Source: an optimization exercise on an open RTL-to-GDS flow (aim: small area, a short achievable clock period and few clock cycles). Production flows keep margins and buffers that such runs may drop.
Function was checked by simulation only, so behaviour that the tests miss may differ from the original.

## flow/design.v (module list and top-level ports; edited modules follow where they fit)
// module S_BOX1: 91 lines
// module S_BOX2: 91 lines
// module S_BOX3: 91 lines
// module S_BOX4: 91 lines
// module S_BOX5: 91 lines
// module S_BOX6: 91 lines
// module S_BOX7: 91 lines
// module S_BOX8: 91 lines
// module F: 135 lines
// module KEY: 154 lines
// module IOTDF: 489 lines
module IOTDF( clk, rst, in_en, iot_in, fn_sel, busy, valid, iot_out);
  // ...
==> flow/run.sh <==
#!/bin/bash
# synth_recipe.tcl (not shown) runs the flow's synth.tcl, then flattens the netlist and writes it again
# the make line also repeats each setting of config.mk as NAME=value (left out here)
make -C /OpenROAD-flow-scripts/flow DESIGN_CONFIG=/design/flow/config.mk WORK_HOME=/design/flow/orfs CLKGATE_MAP_FILE= SYNTH_SCRIPT=/design/flow/synth_recipe.tcl finish
==> flow/config.mk <==
export PLATFORM = sky130hd
export DESIGN_NAME = IOTDF
export DESIGN_NICKNAME = IOTDF
export VERILOG_FILES = /design/flow/design.v
export SDC_FILE = /design/flow/constraint.sdc
export NUM_CORES = 4
export LEC_CHECK = 0
export CAP_MARGIN = 20
export CORE_MARGIN = 2
export CORE_UTILIZATION = 40
export SETUP_SLACK_MARGIN = 0.3
export SLEW_MARGIN = 20
==> flow/constraint.sdc <==
create_clock -name core_clock -period 7.0 [get_ports {clk}]
set_input_delay 1.4000 -clock core_clock [delete_from_list [all_inputs] [get_ports {clk}]]
set_output_delay 1.4000 -clock core_clock [all_outputs]
set_load 0.01 [all_outputs]
==> flow_summary.yaml, run 1 <==
layout:
  reg_top3: "A (128), B (128), D (128)"
  seq_cell_count: 420
  layout-drive-gt1-share: 0.09425
  multi_input_area_mm2: 0.01014
  area_delta_synth_final_pct: 16.92
  finish.instance_area_mm2: 0.02292
  multi_input_area_share: 0.4422
  seq_area_frac: 0.3751
place:
  dp.cells: 2661
  dp_slack_ns: 3.081
sta:
  skew_ns: 0.02753
  fin_crit_sh: 0.5295
synth:
  post_synth_num_cell_types: 80
  synth_top_family_by_area: "compound AO/OA/AOI/OAI gates"
  synth-simple-area-share: 0.1193
  synth_top_area_frac: 0.4002
  syn-cell-area_mm2: 0.01961
  synthCells: 2039
  synthTopCellsByCount: "dfxtp_1 (392), nand2_1 (242), a22oi_1 (116), clkbuf_1 (104), nor2_1 (104)"
  synth_fa_ha_area_frac: 0.05475
detailed_routing:
  first_pass_iters: 10
  drcViolationCount: 0
  postRouteAntennaNets: 0
clocking:
  cts_tree: "done"
  path_clk_slew_ns: 0.06
  htreeDepth: 2
  clock_latency_ns: 0.60
  holdBufCountCts: 0
floorplanning:
  dieArea_mm2: 0.05081
worst_setup_path:
  crit_slowest_cell: "xnor2_1"
  cp-endpoint: "A[14]$_DFF_P_"
  path_depth: 9
  r2r_end: "A[14]$_DFF_P_"
flow_run:
  max_cap_viol_count: 0
run_status:
  outcome: "timing/DRC/antenna clean"
global_route:
  grt_pass1_vias: 15270
  grt_antenna_before_repair: 0
Testbench counts, summed over its fixed seeds: cycles 16,352.
==> module IOTDF, before the edit <==
module IOTDF( clk, rst, in_en, iot_in, fn_sel, busy, valid, iot_out);
input          clk;
input          rst;
input          in_en;
input  [7:0]   iot_in;
input  [2:0]   fn_sel;
output         busy;
output         valid;
output [127:0] iot_out;
reg [127:0] A, B, D;
reg m_des, m_dec, m_crc, m_mm, m_min;
reg run;
reg [4:0] cnt;
reg busy_r, valid_r;
reg [2:0] blk;
reg pg, caseY;
reg oA_a, oA_b, oA_d, oB_a, oB_b, oB_d;
reg gA, lA, gB, lB;
reg des_have;
reg k_lde, k_ldd, k_l1, k_l2, k_r1, k_r2, k_h;
assign iot_out = A;
assign busy = busy_r;
assign valid = valid_r;
always @(posedge clk) begin
    m_des <= (fn_sel == 3'd1) | (fn_sel == 3'd2);
    m_dec <= (fn_sel == 3'd2);
    m_crc <= (fn_sel == 3'd3);
    m_mm  <= (fn_sel == 3'd4) | (fn_sel == 3'd5);
    m_min <= (fn_sel == 3'd5);
end
wire adv = run | in_en;
wire wrap = m_des ? cnt[4] : (cnt[3:0] == 4'd15);
wire [4:0] cnt_n = adv ? (wrap ? 5'd0 : cnt + 5'd1) : cnt;
always @(posedge clk or posedge rst) begin
    if (rst) begin
        run <= 1'b0;
        cnt <= 5'd0;
    end else begin
        run <= adv;
        cnt <= cnt_n;
    end
end
always @(posedge clk)
    D <= {iot_in, D[127:8]};
wire [7:0] at = ({8{oA_a}} & A[7:0]) | ({8{oA_b}} & B[7:0]) | ({8{oA_d}} & D[7:0]);
wire [7:0] bt = ({8{oB_a}} & A[7:0]) | ({8{oB_b}} & B[7:0]) | ({8{oB_d}} & D[7:0]);
wire first = (cnt[3:0] == 4'd0);
wire gtA = iot_in > at;
wire ltA = iot_in < at;
wire gtB = iot_in > bt;
wire ltB = iot_in < bt;
wire fgA = gtA | (~ltA & ~first & gA);
wire flA = ltA | (~gtA & ~first & lA);
wire fgB = gtB | (~ltB & ~first & gB);
wire flB = ltB | (~gtB & ~first & lB);
wire betA = m_min ? flA : fgA;
wire betB = m_min ? flB : fgB;
wire dec_t = m_mm & adv & (cnt[3:0] == 4'd15);
always @(posedge clk) begin
    gA <= fgA;
    lA <= flA;
    gB <= fgB;
    lB <= flB;
end
always @(posedge clk or posedge rst) begin
    if (rst) begin
        {oA_a, oA_b, oA_d, oB_a, oB_b, oB_d} <= 6'd0;
        blk <= 3'd0;
        pg <= 1'b0;
        caseY <= 1'b0;
    end else if (dec_t) begin
        blk <= blk + 3'd1;
        if (blk == 3'd7) begin
            pg <= 1'b1;
            caseY <= betA;
        end
        case (blk)
            3'd0: {oA_a, oA_b, oA_d, oB_a, oB_b, oB_d} <= 6'b010_001;
            3'd1: {oA_a, oA_b, oA_d, oB_a, oB_b, oB_d} <= betB ? 6'b001_010 : 6'b010_001;
            3'd7: {oA_a, oA_b, oA_d, oB_a, oB_b, oB_d} <= betA ? 6'b001_100 : (betB ? 6'b001_010 : 6'b010_010);
            default: {oA_a, oA_b, oA_d, oB_a, oB_b, oB_d} <= betA ? 6'b001_100 : (betB ? 6'b100_001 : 6'b100_010);
        endcase
    end
end
always @(posedge clk)
    B <= {bt, B[127:8]};
wire [63:0] RL = IPf(A[63:0]);
wire [31:0] Rr = RL[63:32];
wire [31:0] Lr = RL[31:0];
wire [55:0] ck = PC1f(A[127:64]);
wire [27:0] Cc = ck[55:28];
wire [27:0] Dc = ck[27:0];
wire [47:0] K = PC2f(ck);
wire [31:0] fo;
F f0 (.R(Rr), .K(K), .F_out(fo));
wire [63:0] ipt = IPf(D[63:0]);
wire [63:0] lr_next = k_ldd | k_lde ? FPf({ipt[31:0], ipt[63:32]}) : FPf({Lr ^ fo, Rr});
wire [55:0] ckD = PC1f(D[127:64]);
wire [55:0] ck_next =
      ({56{k_ldd}} & ckD)
    | ({56{k_lde}} & {ckD[54:28], ckD[55], ckD[26:0], ckD[27]})
    | ({56{k_l1}}  & {Cc[26:0], Cc[27], Dc[26:0], Dc[27]})
    | ({56{k_l2}}  & {Cc[25:0], Cc[27:26], Dc[25:0], Dc[27:26]})
    | ({56{k_r1}}  & {Cc[0], Cc[27:1], Dc[0], Dc[27:1]})
    | ({56{k_r2}}  & {Cc[1:0], Cc[27:2], Dc[1:0], Dc[27:2]})
    | ({56{k_h}}   & ck);
wire [63:0] par_mask = 64'h0101010101010101;
wire [63:0] key_next = invPC1(ck_next) | (par_mask & ((k_ldd | k_lde) ? D[127:64] : A[127:64]));
wire [3:0] c4 = cnt_n[3:0];
wire ks1 = (c4 == 4'd0) | (c4 == 4'd7) | (c4 == 4'd14);
wire ke15 = (c4 == 4'd15);
always @(posedge clk or posedge rst) begin
    if (rst) begin
        des_have <= 1'b0;
        busy_r <= 1'b0;
        valid_r <= 1'b0;
    end else begin
        if (m_des & cnt[4])
            des_have <= 1'b1;
        busy_r <= m_des & (cnt_n == 5'd15);
        valid_r <= m_mm ? dec_t & (((blk == 3'd7) & ~betA) | ((blk == 3'd0) & pg) | ((blk == 3'd1) & pg & caseY))
                 : m_crc ? (cnt[3:0] == 4'd15)
                 : m_des & des_have & (cnt == 5'd15);
    end
end
always @(posedge clk) begin
    k_ldd <= m_des & m_dec & cnt_n[4];
    k_lde <= m_des & ~m_dec & cnt_n[4];
    k_l1 <= ~m_dec & ~cnt_n[4] & ks1;
    k_l2 <= ~m_dec & ~cnt_n[4] & ~ks1 & ~ke15;
    k_h  <= ~m_dec & ~cnt_n[4] & ke15;
    k_r1 <= m_dec & ~cnt_n[4] & (ks1 | ke15);
    k_r2 <= m_dec & ~cnt_n[4] & ~ks1 & ~ke15;
end
wire [1:0] crc_next = (first ? 2'b00 : A[2:1]) ^ crcf(cnt[3:0], iot_in);
always @(posedge clk) begin
    if (m_des)
        A <= {key_next, lr_next};
    else if (m_crc)
        A <= {8'd0, A[127:11], crc_next, A[8]};
    else
        A <= {at, A[127:8]};
end
function [63:0] IPf;
    input [63:0] x;
    begin
        IPf[0] = x[57];
        IPf[1] = x[49];
        IPf[2] = x[41];
        IPf[3] = x[33];
        IPf[4] = x[25];
        IPf[5] = x[17];
        IPf[6] = x[9];
        IPf[7] = x[1];
        IPf[8] = x[59];
        IPf[9] = x[51];
        IPf[10] = x[43];
        IPf[11] = x[35];
        IPf[12] = x[27];
        IPf[13] = x[19];
        IPf[14] = x[11];
        IPf[15] = x[3];
        IPf[16] = x[61];
        IPf[17] = x[53];
        IPf[18] = x[45];
        IPf[19] = x[37];
        IPf[20] = x[29];
        IPf[21] = x[21];
        IPf[22] = x[13];
        IPf[23] = x[5];
        IPf[24] = x[63];
        IPf[25] = x[55];
        IPf[26] = x[47];
        IPf[27] = x[39];
        IPf[28] = x[31];
        IPf[29] = x[23];
        IPf[30] = x[15];
        IPf[31] = x[7];
        IPf[32] = x[56];
        IPf[33] = x[48];
        IPf[34] = x[40];
        IPf[35] = x[32];
        IPf[36] = x[24];
        IPf[37] = x[16];
        IPf[38] = x[8];
        IPf[39] = x[0];
        IPf[40] = x[58];
        IPf[41] = x[50];
        IPf[42] = x[42];
        IPf[43] = x[34];
        IPf[44] = x[26];
        IPf[45] = x[18];
        IPf[46] = x[10];
        IPf[47] = x[2];
        IPf[48] = x[60];
        IPf[49] = x[52];
        IPf[50] = x[44];
        IPf[51] = x[36];
        IPf[52] = x[28];
        IPf[53] = x[20];
        IPf[54] = x[12];
        IPf[55] = x[4];
        IPf[56] = x[62];
        IPf[57] = x[54];
        IPf[58] = x[46];
        IPf[59] = x[38];
        IPf[60] = x[30];
        IPf[61] = x[22];
        IPf[62] = x[14];
        IPf[63] = x[6];
    end
endfunction
function [63:0] FPf;
    input [63:0] x;
    begin
        FPf[0] = x[39];
        FPf[1] = x[7];
        FPf[2] = x[47];
        FPf[3] = x[15];
        FPf[4] = x[55];
        FPf[5] = x[23];
        FPf[6] = x[63];
        FPf[7] = x[31];
        FPf[8] = x[38];
        FPf[9] = x[6];
        FPf[10] = x[46];
        FPf[11] = x[14];
        FPf[12] = x[54];
        FPf[13] = x[22];
        FPf[14] = x[62];
        FPf[15] = x[30];
        FPf[16] = x[37];
        FPf[17] = x[5];
        FPf[18] = x[45];
        FPf[19] = x[13];
        FPf[20] = x[53];
        FPf[21] = x[21];
        FPf[22] = x[61];
        FPf[23] = x[29];
        FPf[24] = x[36];
        FPf[25] = x[4];
        FPf[26] = x[44];
        FPf[27] = x[12];
        FPf[28] = x[52];
        FPf[29] = x[20];
        FPf[30] = x[60];
        FPf[31] = x[28];
        FPf[32] = x[35];
        FPf[33] = x[3];
        FPf[34] = x[43];
        FPf[35] = x[11];
        FPf[36] = x[51];
        FPf[37] = x[19];
        FPf[38] = x[59];
        FPf[39] = x[27];
        FPf[40] = x[34];
        FPf[41] = x[2];
        FPf[42] = x[42];
        FPf[43] = x[10];
        FPf[44] = x[50];
        FPf[45] = x[18];
        FPf[46] = x[58];
        FPf[47] = x[26];
        FPf[48] = x[33];
        FPf[49] = x[1];
        FPf[50] = x[41];
        FPf[51] = x[9];
        FPf[52] = x[49];
        FPf[53] = x[17];
        FPf[54] = x[57];
        FPf[55] = x[25];
        FPf[56] = x[32];
        FPf[57] = x[0];
        FPf[58] = x[40];
        FPf[59] = x[8];
        FPf[60] = x[48];
        FPf[61] = x[16];
        FPf[62] = x[56];
        FPf[63] = x[24];
    end
endfunction
function [55:0] PC1f;
    input [63:0] x;
    begin
        PC1f[0] = x[60];
        PC1f[1] = x[52];
        PC1f[2] = x[44];
        PC1f[3] = x[36];
        PC1f[4] = x[59];
        PC1f[5] = x[51];
        PC1f[6] = x[43];
        PC1f[7] = x[35];
        PC1f[8] = x[27];
        PC1f[9] = x[19];
        PC1f[10] = x[11];
        PC1f[11] = x[3];
        PC1f[12] = x[58];
        PC1f[13] = x[50];
        PC1f[14] = x[42];
        PC1f[15] = x[34];
        PC1f[16] = x[26];
        PC1f[17] = x[18];
        PC1f[18] = x[10];
        PC1f[19] = x[2];
        PC1f[20] = x[57];
        PC1f[21] = x[49];
        PC1f[22] = x[41];
        PC1f[23] = x[33];
        PC1f[24] = x[25];
        PC1f[25] = x[17];
        PC1f[26] = x[9];
        PC1f[27] = x[1];
        PC1f[28] = x[28];
        PC1f[29] = x[20];
        PC1f[30] = x[12];
        PC1f[31] = x[4];
        PC1f[32] = x[61];
        PC1f[33] = x[53];
        PC1f[34] = x[45];
        PC1f[35] = x[37];
        PC1f[36] = x[29];
        PC1f[37] = x[21];
        PC1f[38] = x[13];
        PC1f[39] = x[5];
        PC1f[40] = x[62];
        PC1f[41] = x[54];
        PC1f[42] = x[46];
        PC1f[43] = x[38];
        PC1f[44] = x[30];
        PC1f[45] = x[22];
        PC1f[46] = x[14];
        PC1f[47] = x[6];
        PC1f[48] = x[63];
        PC1f[49] = x[55];
        PC1f[50] = x[47];
        PC1f[51] = x[39];
        PC1f[52] = x[31];
        PC1f[53] = x[23];
        PC1f[54] = x[15];
        PC1f[55] = x[7];
    end
endfunction
function [47:0] PC2f;
    input [55:0] x;
    begin
        PC2f[0] = x[24];
        PC2f[1] = x[27];
        PC2f[2] = x[20];
        PC2f[3] = x[6];
        PC2f[4] = x[14];
        PC2f[5] = x[10];
        PC2f[6] = x[3];
        PC2f[7] = x[22];
        PC2f[8] = x[0];
        PC2f[9] = x[17];
        PC2f[10] = x[7];
        PC2f[11] = x[12];
        PC2f[12] = x[8];
        PC2f[13] = x[23];
        PC2f[14] = x[11];
        PC2f[15] = x[5];
        PC2f[16] = x[16];
        PC2f[17] = x[26];
        PC2f[18] = x[1];
        PC2f[19] = x[9];
        PC2f[20] = x[19];
        PC2f[21] = x[25];
        PC2f[22] = x[4];
        PC2f[23] = x[15];
        PC2f[24] = x[54];
        PC2f[25] = x[43];
        PC2f[26] = x[36];
        PC2f[27] = x[29];
        PC2f[28] = x[49];
        PC2f[29] = x[40];
        PC2f[30] = x[48];
        PC2f[31] = x[30];
        PC2f[32] = x[52];
        PC2f[33] = x[44];
        PC2f[34] = x[37];
        PC2f[35] = x[33];
        PC2f[36] = x[46];
        PC2f[37] = x[35];
        PC2f[38] = x[50];
        PC2f[39] = x[41];
        PC2f[40] = x[28];
        PC2f[41] = x[53];
        PC2f[42] = x[51];
        PC2f[43] = x[55];
        PC2f[44] = x[32];
        PC2f[45] = x[45];
        PC2f[46] = x[39];
        PC2f[47] = x[42];
    end
endfunction
function [63:0] invPC1;
    input [55:0] x;
    begin
        invPC1[0] = 1'b0;
        invPC1[1] = x[27];
        invPC1[2] = x[19];
        invPC1[3] = x[11];
        invPC1[4] = x[31];
        invPC1[5] = x[39];
        invPC1[6] = x[47];
        invPC1[7] = x[55];
        invPC1[8] = 1'b0;
        invPC1[9] = x[26];
        invPC1[10] = x[18];
        invPC1[11] = x[10];
        invPC1[12] = x[30];
        invPC1[13] = x[38];
        invPC1[14] = x[46];
        invPC1[15] = x[54];
        invPC1[16] = 1'b0;
        invPC1[17] = x[25];
        invPC1[18] = x[17];
        invPC1[19] = x[9];
        invPC1[20] = x[29];
        invPC1[21] = x[37];
        invPC1[22] = x[45];
        invPC1[23] = x[53];
        invPC1[24] = 1'b0;
        invPC1[25] = x[24];
        invPC1[26] = x[16];
        invPC1[27] = x[8];
        invPC1[28] = x[28];
        invPC1[29] = x[36];
        invPC1[30] = x[44];
        invPC1[31] = x[52];
        invPC1[32] = 1'b0;
        invPC1[33] = x[23];
        invPC1[34] = x[15];
        invPC1[35] = x[7];
        invPC1[36] = x[3];
        invPC1[37] = x[35];
        invPC1[38] = x[43];
        invPC1[39] = x[51];
        invPC1[40] = 1'b0;
        invPC1[41] = x[22];
        invPC1[42] = x[14];
        invPC1[43] = x[6];
        invPC1[44] = x[2];
        invPC1[45] = x[34];
        invPC1[46] = x[42];
        invPC1[47] = x[50];
        invPC1[48] = 1'b0;
        invPC1[49] = x[21];
        invPC1[50] = x[13];
        invPC1[51] = x[5];
        invPC1[52] = x[1];
        invPC1[53] = x[33];
        invPC1[54] = x[41];
        invPC1[55] = x[49];
        invPC1[56] = 1'b0;
        invPC1[57] = x[20];
        invPC1[58] = x[12];
        invPC1[59] = x[4];
        invPC1[60] = x[0];
        invPC1[61] = x[32];
        invPC1[62] = x[40];
        invPC1[63] = x[48];
    end
endfunction
function [1:0] crcf;
    input [3:0] p;
    input [7:0] b;
    begin
        case (p)
            4'd0: crcf = {^(b & 8'd109), ^(b & 8'd219)};
            4'd1: crcf = {^(b & 8'd219), ^(b & 8'd182)};
            4'd2: crcf = {^(b & 8'd182), ^(b & 8'd109)};
            4'd3: crcf = {^(b & 8'd109), ^(b & 8'd219)};
            4'd4: crcf = {^(b & 8'd219), ^(b & 8'd182)};
            4'd5: crcf = {^(b & 8'd182), ^(b & 8'd109)};
            4'd6: crcf = {^(b & 8'd109), ^(b & 8'd219)};
            4'd7: crcf = {^(b & 8'd219), ^(b & 8'd182)};
            4'd8: crcf = {^(b & 8'd182), ^(b & 8'd109)};
            4'd9: crcf = {^(b & 8'd109), ^(b & 8'd219)};
            4'd10: crcf = {^(b & 8'd219), ^(b & 8'd182)};
            4'd11: crcf = {^(b & 8'd182), ^(b & 8'd109)};
            4'd12: crcf = {^(b & 8'd109), ^(b & 8'd219)};
            4'd13: crcf = {^(b & 8'd219), ^(b & 8'd182)};
            4'd14: crcf = {^(b & 8'd182), ^(b & 8'd109)};
            4'd15: crcf = {^(b & 8'd109), ^(b & 8'd219)};
        endcase
    end
endfunction
endmodule
==> run 2, diff against run 1 <==
--- a/flow/design.v
+++ b/flow/design.v
@@ -1026,3 +1026,4 @@
 output [127:0] iot_out;
-reg [127:0] A, B, D;
+reg [127:0] A, B;
+reg [135:0] D;    
 reg m_des, m_dec, m_crc, m_mm, m_min;
@@ -1060,3 +1061,3 @@
 always @(posedge clk)
-    D <= {iot_in, D[127:8]};
+    D <= {iot_in, D[135:8]};
 wire [7:0] at = ({8{oA_a}} & A[7:0]) | ({8{oA_b}} & B[7:0]) | ({8{oA_d}} & D[7:0]);
@@ -1064,13 +1065,20 @@
 wire first = (cnt[3:0] == 4'd0);
-wire gtA = iot_in > at;
-wire ltA = iot_in < at;
-wire gtB = iot_in > bt;
-wire ltB = iot_in < bt;
-wire fgA = gtA | (~ltA & ~first & gA);
-wire flA = ltA | (~gtA & ~first & lA);
-wire fgB = gtB | (~ltB & ~first & gB);
-wire flB = ltB | (~gtB & ~first & lB);
+wire cfirst = (cnt[3:0] == 4'd1);
+reg gta, lta, gtb, ltb, gtd, ltd;
+always @(posedge clk) begin
+    {gta, lta} <= cmp8(iot_in, A[15:8]);
+    {gtb, ltb} <= cmp8(iot_in, B[15:8]);
+    {gtd, ltd} <= cmp8(iot_in, D[15:8]);
+end
+wire gtA = (oA_a & gta) | (oA_b & gtb) | (oA_d & gtd);
+wire ltA = (oA_a & lta) | (oA_b & ltb) | (oA_d & ltd);
+wire gtB = (oB_a & gta) | (oB_b & gtb) | (oB_d & gtd);
+wire ltB = (oB_a & lta) | (oB_b & ltb) | (oB_d & ltd);
+wire fgA = gtA | (~ltA & ~cfirst & gA);
+wire flA = ltA | (~gtA & ~cfirst & lA);
+wire fgB = gtB | (~ltB & ~cfirst & gB);
+wire flB = ltB | (~gtB & ~cfirst & lB);
 wire betA = m_min ? flA : fgA;
 wire betB = m_min ? flB : fgB;
-wire dec_t = m_mm & adv & (cnt[3:0] == 4'd15);
+wire dec_t = m_mm & run & first;
 always @(posedge clk) begin
@@ -1112,5 +1120,6 @@
 F f0 (.R(Rr), .K(K), .F_out(fo));
-wire [63:0] ipt = IPf(D[63:0]);
-wire [63:0] lr_next = k_ldd | k_lde ? FPf({ipt[31:0], ipt[63:32]}) : FPf({Lr ^ fo, Rr});
-wire [55:0] ckD = PC1f(D[127:64]);
+wire [63:0] ipt = IPf(D[71:8]);
+wire [63:0] lr_round = FPf({Lr ^ fo, Rr});
+wire [63:0] lr_load = FPf({ipt[31:0], ipt[63:32]});
+wire [55:0] ckD = PC1f(D[135:72]);
 wire [55:0] ck_next =
@@ -1124,3 +1133,4 @@
 wire [63:0] par_mask = 64'h0101010101010101;
-wire [63:0] key_next = invPC1(ck_next) | (par_mask & ((k_ldd | k_lde) ? D[127:64] : A[127:64]));
+wire [63:0] par_rot = {A[64], 7'd0, A[120:72]};
+wire [63:0] key_next = invPC1(ck_next) | (par_mask & ((k_ldd | k_lde) ? D[135:72] : par_rot));
 wire [3:0] c4 = cnt_n[3:0];
@@ -1152,10 +1162,37 @@
 wire [1:0] crc_next = (first ? 2'b00 : A[2:1]) ^ crcf(cnt[3:0], iot_in);
+reg sel_rnd, sel_ld;
+always @(posedge clk) begin
+    sel_rnd <= m_des & ~cnt_n[4];
+    sel_ld <= m_des & cnt_n[4];
+end
+wire [127:0] A_ring = m_crc ? {8'd0, A[127:11], crc_next, A[8]} : {at, A[127:8]};
+wire [63:0] lr_other = sel_ld ? lr_load : A_ring[63:0];
 always @(posedge clk) begin
-    if (m_des)
-        A <= {key_next, lr_next};
-    else if (m_crc)
-        A <= {8'd0, A[127:11], crc_next, A[8]};
-    else
-        A <= {at, A[127:8]};
+    A[63:0] <= sel_rnd ? lr_round : lr_other;
+    A[127:64] <= m_des ? key_next : A_ring[127:64];
 end
+function [1:0] cmp8;
+    input [7:0] a;
+    input [7:0] b;
+    reg [7:0] g1, l1;
+    reg [3:0] g2, l2;
+    reg [1:0] g3, l3;
+    integer i;
+    begin
+        for (i = 0; i < 8; i = i + 1) begin
+            g1[i] = a[i] & ~b[i];
+            l1[i] = ~a[i] & b[i];
+        end
+        for (i = 0; i < 4; i = i + 1) begin
+            g2[i] = g1[2*i+1] | (~l1[2*i+1] & g1[2*i]);
+            l2[i] = l1[2*i+1] | (~g1[2*i+1] & l1[2*i]);
+        end
+        for (i = 0; i < 2; i = i + 1) begin
+            g3[i] = g2[2*i+1] | (~l2[2*i+1] & g2[2*i]);
+            l3[i] = l2[2*i+1] | (~g2[2*i+1] & l2[2*i]);
+        end
+        cmp8[1] = g3[1] | (~l3[1] & g3[0]);
+        cmp8[0] = l3[1] | (~g3[1] & l3[0]);
+    end
+endfunction
 function [63:0] IPf;
--- a/flow/config.mk
+++ b/flow/config.mk
@@ -10,3 +10,3 @@
 export CORE_UTILIZATION = 40
-export SETUP_SLACK_MARGIN = 0.3
+export SETUP_SLACK_MARGIN = 4.1
 export SLEW_MARGIN = 20
==> run 2 against run 1 <==
Against the previous run:
- area after synthesis is 1.8% higher
- worst setup slack better by 0.82 ns
- largest cell class unchanged
- global-route usage is 0.41 points higher
- critical path type is now reg2out
==> flow_summary.yaml, run 2 <==
run_status:
  outcome: "timing/DRC/antenna clean"
synth:
  ys_ff_latch: 436
  yosysMostFrequentCell: "dfxtp_1"
  synthTopCellsByArea: "dfxtp_1 (42%), a22oi_1 (6.2%), ha_1 (4.4%)"
  synthCells: 2030
  synth_mux_area_frac: 0.07563
  synth-simple-area-share: 0.09962
  yosysWarnings: 19
  synth.largest_area_cell: "dfxtp_1"
  synth_top_area_frac: 0.4170
  async_flop_share: 0.04587
  syn-cell-area_mm2: 0.01997
  syn_area_per_cell_um2: 9.837
  synthXorXnorAreaFrac: 0.06992
  synthTopCellsByCount: "dfxtp_1 (416), a22oi_1 (164), nand2_1 (122), clkbuf_1 (95), nand3_1 (93)"
  ys_seq_area_frac: 0.4421
  synth_compound_area_frac: 0.2108
  post_synth_num_cell_types: 79
  ys.flop_type: "dfxtp_1"
  synth_fa_ha_area_frac: 0.05501
  synth-edff-count: 0
  synth_top_family_by_area: "compound AO/OA/AOI/OAI gates"
  synth_nets: 2115
layout:
  final_common_cell: "dfxtp_1"
  area_delta_synth_final_pct: 22.06
  layout-drive-gt1-share: 0.1669
  top_register: "D"
  largest_reg_flops: 136
  nets: 2218
  final_cell_mix: "dfxtp_1 (302), a22oi_1 (164), dlygate4sd2_1 (124), nand2_1 (122), nand3_1 (93)"
  reg_top3: "D (136), A (128), B (128)"
  n_fill_cell: 4542
global_route:
  grt_pass1_vias: 15550
  use_met1: 0.3437
  grt_busiest_layer: "met2"
  grt_use_met2: 0.3847
  grt_util_met3: 0.04388
  grt_max_degree: 106
  grt_antenna_before_repair: 5
  grt_overflow: 0
  grt_pass1_wl_um: 97700
  track_usage: 0.2465
worst_setup_path:
  crit_type: "reg2out"
  slowest_delay_ns: 0.49
  crit_fanout: 5
  crit_required_ns: 5.60
  critPathLaunchType: "register"
  crit_slowest_cell: "dfxtp_1"
  cp-end-kind: "output port"
  crit_chain: "dlygate4sd2_1"
  crit_arrival_ns: 1.49
  cp_top_family: "flip-flops"
  cp.buffers_inverters: 1
floorplanning:
  initial_utilization: 0.4063
  dieArea_mm2: 0.05173
  die_w_um: 227.4
  rows: 81
  io_pins: 144
  die_y_um: 227.4
  core_area_mm2: 0.04915
worst_hold_path:
  hp-class: "reg2reg"
sta:
  fmaxAchievable_mhz: 346.3
  fin_crit_ns: 2.888
  rsz0062_at_grt: "yes"
  final.setup.tns_ns: 0
  setup_viol: 0
  hold_violations: 0
  relSlewSlack: 0.2705
  max_slew.worst_pin.slew_ns: 1.091
  fin_crit_sh: 0.4125
  slew_viol_final: 0
  skew_ns: 0.02269
clocking:
  cts_made_buffers: 46
  htreeDepth: 2
  clock_tree.buffer_depth: 3
  holdBufCountCts: 0
  cts_tree: "done"
  cts_sinks: 436
  clockRootBuffer: "clkbuf_16"
  path_clk_slew_ns: 0.06
  clock_latency_ns: 0.60
place:
  gp_congestion: 0.9313
  place_hpwl_um: 44130
  portBuffers: 143
detailed_routing:
  drcViolationCount: 0
  avgRoutedWirePerCell_um: 22.75
  first_pass_iters: 7
  vias: 16550
  viasPerCell: 5.837
  wl_um: 64490
  initialDrtViolationCount: 1888
  postRouteAntennaNets: 0
flow_run:
  max_cap_viol_count: 0
[run 2: path summary, 6_finish.rpt]
check	from	endpoint	slack [ns]	depth (start not counted)
max	A[26]$_DFF_P_	iot_out[26]	4.11	1
min	B[60]$_DFF_P_	B[52]$_DFF_P_	0.32	0
max reg2reg	A[115]$_DFF_P_	A[30]$_DFF_P_	4.24	8
min reg2reg	B[60]$_DFF_P_	B[52]$_DFF_P_	0.32	0
max in group asynchronous	rst	blk[2]$_DFFE_PP0P_	5.25	2
min in group asynchronous	rst	cnt[0]$_DFF_PP0_	1.25	2
[run 2: cell families (layout without fill, tap and decap cells)]
group / count (synthesis) / in the layout
buffers and inverters: 231 / 370
multiplexers: 119 / 119
adder cells (fa/ha/maj): 92 / 92
other: 0 / 2
AND/OR/NAND/NOR: 416 / 416
AO/OA/AOI/OAI: 589 / 589
XOR/XNOR: 147 / 147
flip-flops: 436 / 436
[run 2: layer usage]
metal | wire length, µm | vias to the layer above
li1 | - | 7669
met1 | 28310 | 8141
met2 | 29260 | 649
met3 | 4845 | 89
met4 | 2075 | 0
met5 | 0 | -
[run 2: through the flow]
stage / utilization / instances / cell area (µm²) / worst slack [ns] / hold WS (ns)
after floorplan: - / 2030 / 19980 / 4.101 / 0.3096
after global placement: 0.4430 / 2704 / 21780 / 3.424 / 0.3105
after detailed placement: 0.4430 / 2704 / 21780 / 3.379 / 0.3121
after CTS: 0.4884 / 2819 / 24010 / 3.897 / 0.3169
after global routing: 0.4958 / 2834 / 24370 / 4.070 / 0.3285
final: 0.4959 / 2835 / 24370 / 4.112 / 0.3192
[run 2: repair_timing]
action,CTS,global route
endpoints found under the hold margin,0,0
setup buffers,31,14
setup endpoints to repair,161,31
pin swaps,0,3
gates resized for setup,314,42
[run 2: layout make-up]
cell class | instances | area (µm²) | share of cell area
diodes | 2 | 5.005 | 0.0002053
clock buffers | 63 | 1368 | 0.05611
clock inverters | 21 | 334.1 | 0.01371
inverters | 73 | 277.8 | 0.01140
multi-input cells | 1363 | 10580 | 0.4339
flip-flops and latches | 436 | 9139 | 0.3749
well taps | 664 | 830.8 | 0.03408
repair buffers | 213 | 1844 | 0.07566
Testbench counts of run 2, summed over its fixed seeds: cycles 16,368.
==> run 3, diff against run 2 <==
--- a/flow/config.mk
+++ b/flow/config.mk
@@ -7,6 +7,9 @@
 export LEC_CHECK = 0
+export ABC_AREA = 1
 export CAP_MARGIN = 20
 export CORE_MARGIN = 2
-export CORE_UTILIZATION = 40
-export SETUP_SLACK_MARGIN = 4.1
+export CORE_UTILIZATION = 60
+export CTS_CLUSTER_DIAMETER = 100
+export CTS_CLUSTER_SIZE = 25
+export SETUP_SLACK_MARGIN = 4.4
 export SLEW_MARGIN = 20
==> run 3 against run 2 <==
Against the previous run:
- critical path type unchanged
- highest routed layer is now met5
- largest cell class unchanged
- fmax up 12%
- synthesized cell count up 37%
- first-iteration DRC count up 59%
- clock skew up 0.0068 ns
- utilization up 21 points
- worst setup slack better by 0.30 ns
==> flow_summary.yaml, run 3 <==
worst_setup_path:
  crit_start: "A[28]$_DFF_P_"
  r2r-start: "m_des$_DFF_P_"
  crit_required_ns: 5.60
  crit_slowest_cell: "dfxtp_4"
  cp.buffers_inverters: 1
  cp_top_family: "flip-flops"
  crit_chain: "dlygate4sd2_1"
  crit_type: "reg2out"
  critPathLaunchType: "register"
  cp-end-kind: "output port"
  crit_fanout: 2
  slowest_delay_ns: 0.37
  crit_arrival_ns: 1.19
clocking:
  htreeDepth: 1
  cts_made_buffers: 21
  cts_sinks: 436
  holdBufCountCts: 0
  cts_tree: "done"
  clock_latency_ns: 0.56
  clock_tree.buffer_depth: 3
  clockRootBuffer: "clkbuf_16"
  path_clk_slew_ns: 0.10
place:
  portBuffers: 143
  place_hpwl_um: 47860
  dp.cells: 3253
  gp_congestion: 0.9857
sta:
  fmaxAchievable_mhz: 386.4
  hold_violations: 0
  relSlewSlack: 0.2094
  skew_ns: 0.02944
  fin_crit_ns: 2.588
  rsz0062_at_grt: "yes"
  fin_crit_sh: 0.3697
  final.setup.tns_ns: 0
  slew_viol_final: 0
  setup_viol: 0
  max_slew.worst_pin.slew_ns: 1.186
floorplanning:
  dieArea_mm2: 0.03574
  die_y_um: 189.1
  rows: 67
  core_area_mm2: 0.03362
  die_w_um: 189.1
  initial_utilization: 0.6113
  io_pins: 144
synth:
  synth_nets: 2862
  synthXorXnorAreaFrac: 0.03392
  synthTopCellsByCount: "nand2_1 (848), dfxtp_1 (416), nand3_1 (257), inv_1 (256), o21ai_0 (199)"
  synth-edff-count: 0
  yosysWarnings: 19
  synth.largest_area_cell: "dfxtp_1"
  synthCells: 2777
  synth_top_family_by_area: "simple AND/OR/NAND/NOR gates"
  ys_seq_area_frac: 0.4296
  syn_area_per_cell_um2: 7.400
  yosysMostFrequentCell: "nand2_1"
  synth_top_area_frac: 0.4053
  synth_fa_ha_area_frac: 0.04323
  syn-cell-area_mm2: 0.02055
  ys_ff_latch: 436
  synthTopCellsByArea: "dfxtp_1 (41%), nand2_1 (15%), nand3_1 (6.3%)"
  async_flop_share: 0.04587
  synth-simple-area-share: 0.2603
  ys.flop_type: "dfxtp_1"
  post_synth_num_cell_types: 49
  synth_compound_area_frac: 0.1503
  synth_mux_area_frac: 0.003836
detailed_routing:
  viasPerCell: 5.988
  drcViolationCount: 0
  wl_um: 67860
  avgRoutedWirePerCell_um: 20.09
  first_pass_iters: 7
  initialDrtViolationCount: 3009
  postRouteAntennaNets: 0
  vias: 20230
layout:
  final_common_cell: "nand2_1"
  final_cell_mix: "nand2_1 (846), dfxtp_1 (292), nand3_1 (257), inv_1 (255), o21ai_0 (199)"
  layout-drive-gt1-share: 0.1329
  nets: 3007
  largest_reg_flops: 136
  final_core_util: 0.7048
  fin_cells: 3378
  reg_top3: "D (136), A (128), B (128)"
  area_delta_synth_final_pct: 15.30
  top_register: "D"
global_route:
  track_usage: 0.3695
  grt_pass1_wl_um: 103700
  grt_overflow: 0
  grt_pass1_vias: 18240
  grt_antenna_before_repair: 4
  grt_max_degree: 95
worst_hold_path:
  hp-class: "reg2reg"
  min_from: "B[99]$_DFF_P_"
run_status:
  outcome: "timing/DRC/antenna clean"
flow_run:
  max_cap_viol_count: 0
==> run 3: cell count changes in the layout (fill, tap and decap cells not counted), sizes merged, moves of 39 or more <==
cell / delta
a211oi: -48
a21oi: +39
a22oi: -136
buf: +45
clkdlybuf4s15: +73
dlygate4sd2: -111
inv: +191
mux2i: -83
nand2: +729
nand3: +168
nor2: +49
o21ai: +119
xnor2: -50
==> run 3: layout make-up <==
class	instances	area [µm²]
Multi-Input combinational cell	1952	10270
Fill cell	2735	9925
Sequential cell	436	9259
Timing Repair Buffer	247	2032
Inverter	264	991.0
Tap cell	448	560.5
Clock buffer	26	544.3
Clock inverter	3	25.02
Antenna cell	2	5.005
==> run 3: logic make-up (layout without fill, tap and decap cells) <==
logic type | after synthesis | in the layout
other cells | 0 | 2
buf+inv | 390 | 540
compound gates | 511 | 511
simple gates | 1294 | 1295
mux | 7 | 7
flops | 436 | 436
fa+ha+maj | 71 | 71
xor+xnor | 68 | 68
==> run 3: final timing paths <==
path	slack (ns)	end	depth (start not counted)
worst min register to register	0.32	B[91]$_DFF_P_	0
max in group asynchronous	5.25	oB_b$_DFFE_PP0P_	2
worst max register to register	4.45	A[81]$_DFF_P_	4
worst max-delay path	4.41	iot_out[28]	1
worst min-delay path	0.32	B[91]$_DFF_P_	0
min in group asynchronous	1.27	busy_r$_DFF_PP0_	2
==> run 3: metal layers <==
layer,up-vias,wire length [µm],global-route usage,share of wire
met1,9374,27000,0.5138,0.40
met5,-,11,0,0.00016
met3,182,8490,0.07748,0.13
li1,9425,-,-,-
met2,1243,28980,0.5578,0.43
met4,2,3381,0.1559,0.050
==> run 3: what timing repair did <==
| item | in CTS | in global routing |
|---|---|---|
| endpoints found under the setup margin | 140 | 111 |
| gates resized for setup | 487 | 101 |
| gates cloned | 0 | 1 |
| buffers inserted | 66 | 27 |
| pin swaps | 0 | 2 |
==> run 3: metrics by stage <==
step | setup WS [ns] | hold slack, ns | instance area, µm²
finish | 4.412 | 0.3239 | 23690
global placement | 3.843 | 0.3096 | 22010
global route | 4.390 | 0.3326 | 23690
detailed placement | 3.812 | 0.3121 | 22010
floorplan | 4.537 | 0.3096 | 20550
CTS | 4.134 | 0.3273 | 23440
==> run 4, diff against run 3 <==
==> flow/flow/run.sh (new file) <==
#!/bin/bash
# The standard layout (the standard.sh, standard synthesis unchanged), except that the
# port buffers that buffer_ports inserts are plain sky130 buf_2 cells instead of the
# resizer's default pick (a slow delay cell). Every input and output still gets a buffer.
set -uo pipefail
export BUFFER_PORTS_ARGS="-buffer_cell sky130_fd_sc_hd__buf_2"
bash standard.sh > standard_flow.log 2>&1
==> flow/standard.sh (new file) <==
#!/bin/bash
# synth_recipe.tcl (not shown) runs the flow's synth.tcl, then flattens the netlist and writes it again
# the make line also repeats each setting of config.mk as NAME=value (left out here)
make -C /OpenROAD-flow-scripts/flow DESIGN_CONFIG=/design/flow/config.mk WORK_HOME=/design/flow/orfs CLKGATE_MAP_FILE= SYNTH_SCRIPT=/design/flow/synth_recipe.tcl "${@:-finish}"
removed: flow/run.sh
==> run 4 against run 3 <==
Against the previous run:
- still clean on timing, DRC and antenna
- synthesized cell count stayed put
- first-iteration DRC count down 18%
- routed wire length decreased by 2.9%
- non-clock buffer count decreased by 80
- global-route usage is 1.2 points lower
- register-to-register slack better by 0.11 ns
- critical endpoint is now iot_out[115]
==> flow_summary.yaml, run 4 <==
synth:
  synth-edff-count: 0
  synth.largest_area_cell: "dfxtp_1"
  async_flop_share: 0.04587
  syn_area_per_cell_um2: 7.400
  ys_ff_latch: 436
  synth_nets: 2862
  synth_top_area_frac: 0.4053
  syn-cell-area_mm2: 0.02055
  ys.flop_type: "dfxtp_1"
  yosysWarnings: 19
  ys_seq_area_frac: 0.4296
  synthCells: 2777
  synthTopCellsByArea: "dfxtp_1 (41%), nand2_1 (15%), nand3_1 (6.3%)"
  yosysMostFrequentCell: "nand2_1"
  post_synth_num_cell_types: 49
  synthTopCellsByCount: "nand2_1 (848), dfxtp_1 (416), nand3_1 (257), inv_1 (256), o21ai_0 (199)"
clocking:
  htreeDepth: 1
  cts_sinks: 436
  cts_tree: "done"
  cts_made_buffers: 22
  clock_latency_ns: 0.57
  clockRootBuffer: "clkbuf_16"
  path_clk_slew_ns: 0.11
  clock_tree.buffer_depth: 3
  holdBufCountCts: 0
worst_setup_path:
  slowest_delay_ns: 0.47
  ff2ff_path_depth: 13
  cp-endpoint: "iot_out[115]"
  cp-end-kind: "output port"
  critPathLaunchType: "register"
  crit_required_ns: 5.60
  crit_slowest_cell: "dfxtp_2"
  crit_fanout: 6
  r2r_end: "A[2]$_DFF_P_"
  crit_start: "A[115]$_DFF_P_"
  r2r_slack_ns: 4.56
  r2r-start: "A[125]$_DFF_P_"
  crit_type: "reg2out"
  cp_top_family: "flip-flops"
  path_depth: 1
  crit_chain: "buf_2"
  cp.buffers_inverters: 1
  crit_arrival_ns: 1.21
global_route:
  track_usage: 0.3578
  grt_max_degree: 96
  grt_pass1_vias: 17920
  grt_antenna_before_repair: 1
  grt_pass1_wl_um: 100500
  grt_overflow: 0
layout:
  n_fill_cell: 2873
  final_cell_mix: "nand2_1 (848), dfxtp_1 (314), nand3_1 (257), inv_1 (254), o21ai_0 (199)"
  nets: 2928
  seqCellArea_mm2: 0.009079
  multi_input_area_mm2: 0.01017
  area_delta_synth_final_pct: 8.798
  top_register: "D"
  finish.instance_area_mm2: 0.02236
  final_common_cell: "nand2_1"
  reg_top3: "D (136), A (128), B (128)"
  largest_reg_flops: 136
  layout-drive-gt1-share: 0.1228
  fin_cells: 3298
  diodes: 0
floorplanning:
  rows: 67
  die_y_um: 189.1
  initial_utilization: 0.6113
  core_area_mm2: 0.03362
  io_pins: 144
  die_w_um: 189.1
  dieArea_mm2: 0.03574
detailed_routing:
  initialDrtViolationCount: 2479
  avgRoutedWirePerCell_um: 19.98
  first_pass_iters: 10
  postRouteAntennaNets: 0
  drcViolationCount: 0
  vias: 19890
  wl_um: 65890
  viasPerCell: 6.030
sta:
  setup_viol: 0
  fin_crit_sh: 0.3723
  rsz0062_at_grt: "yes"
  hold_violations: 0
  final.setup.tns_ns: 0
  max_slew.worst_pin.slew_ns: 1.052
  slew_viol_final: 0
  setup_slack_ns: 4.394
  fmaxAchievable_mhz: 383.7
  skew_ns: 0.03843
  relSlewSlack: 0.2979
  fin_crit_ns: 2.606
worst_hold_path:
  hp-class: "reg2reg"
  hold_depth: 0
place:
  gp_congestion: 1.005
  dp.cells: 3254
  place_hpwl_um: 48600
  portBuffers: 143
  dp_slack_ns: 4.224
  dpl_cell_area_mm2: 0.02130
run_status:
  outcome: "timing/DRC/antenna clean"
flow_run:
  max_cap_viol_count: 0
[run 4: cell families (layout without fill, tap and decap cells)]
family	count (synthesis)	count (layout)	share of synthesized area
buf+inv	390	462	0.07879
xor+xnor	68	68	0.03392
fa+ha+maj	71	71	0.04323
mux	7	7	0.003836
simple gates	1294	1295	0.2603
flops	436	436	0.4296
compound gates	511	511	0.1503
[run 4: layer usage]
| metal | vias up | share of wire | wire (µm) | track usage |
|---|---|---|---|---|
| li1 | 9253 | - | - | - |
| met1 | 9158 | 0.41 | 27130 | 0.5069 |
| met2 | 1277 | 0.42 | 27770 | 0.5365 |
| met3 | 196 | 0.12 | 7669 | 0.06061 |
| met4 | 2 | 0.050 | 3316 | 0.1587 |
| met5 | - | 0.00020 | 13 | 0 |
[run 4: layout make-up]
cell class              count  share of cell area
well taps                 448             0.02507
repair buffers            167             0.04102
flip-flops and latches    436              0.4061
clock buffers              27             0.02642
inverters                 264             0.04460
multi-input cells        1952              0.4547
clock inverters             4            0.002071
[run 4: worst min-delay path by stage]
| stage | from | endpoint | slack [ns] |
|---|---|---|---|
| 2_1_floorplan | B[108]$_DFF_P_ | B[100]$_DFF_P_ | 0.31 |
| 3_3_place_gp | B[83]$_DFF_P_ | B[75]$_DFF_P_ | 0.31 |
| 3_5_place_dp | B[109]$_DFF_P_ | B[101]$_DFF_P_ | 0.31 |
| 4_1_cts | B[59]$_DFF_P_ | B[51]$_DFF_P_ | 0.32 |
| 5_1_grt | B[59]$_DFF_P_ | B[51]$_DFF_P_ | 0.33 |
| 6_report | B[59]$_DFF_P_ | B[51]$_DFF_P_ | 0.32 |
[run 4: timing repair]
action	CTS	global route
gates resized for setup	134	27
cloned	1	0
setup buffers	6	6
pin swaps	1	0
endpoints found under the setup margin	92	43
[run 4: metrics by stage]
| stage | utilization | hold WS, ns |
|---|---|---|
| 3_3_place_gp | 0.6337 | 0.3100 |
| 4_1_cts | 0.6611 | 0.3194 |
| 6_report | 0.6651 | 0.3174 |
| 3_5_place_dp | 0.6337 | 0.3121 |
| 2_1_floorplan | - | 0.3096 |
| 5_1_grt | 0.6651 | 0.3298 |

re-timing with driven ports:
How much do the figures lean on ideal ports? The routed layouts below were timed once more, with nothing changed but the port constraints.
Step 1, drivers: a clkbuf_16 drives clk and a buf_2 each remaining input, both assumed.
Step 2, shift: input delay + t, output delay - t, t = (earliest + latest rising clock arrival at the registers) / 2. This alone moves slack from input paths to output paths.
a / b / c = no drivers / after step 1 / after step 2; a / b = the first two.
| run | t (ns) | setup WS [ns] | cell pins on the clock port's net |
|---|---|---|---|
| run 1 | 0.643 | 3.293 / 3.293 / 3.026 | 1 |
| run 2 | 0.646 | 4.112 / 4.055 / 3.549 | 1 |
| run 3 | 0.598 | 4.412 / 4.360 / 3.936 | 1 |
| run 4 | 0.607 | 4.394 / 4.339 / 4.185 | 1 |
After both steps setup and hold are still met in every run listed. The setup slack of run 2, which loses most, moves by -0.057 ns with the drivers and by -0.563 ns with both steps.
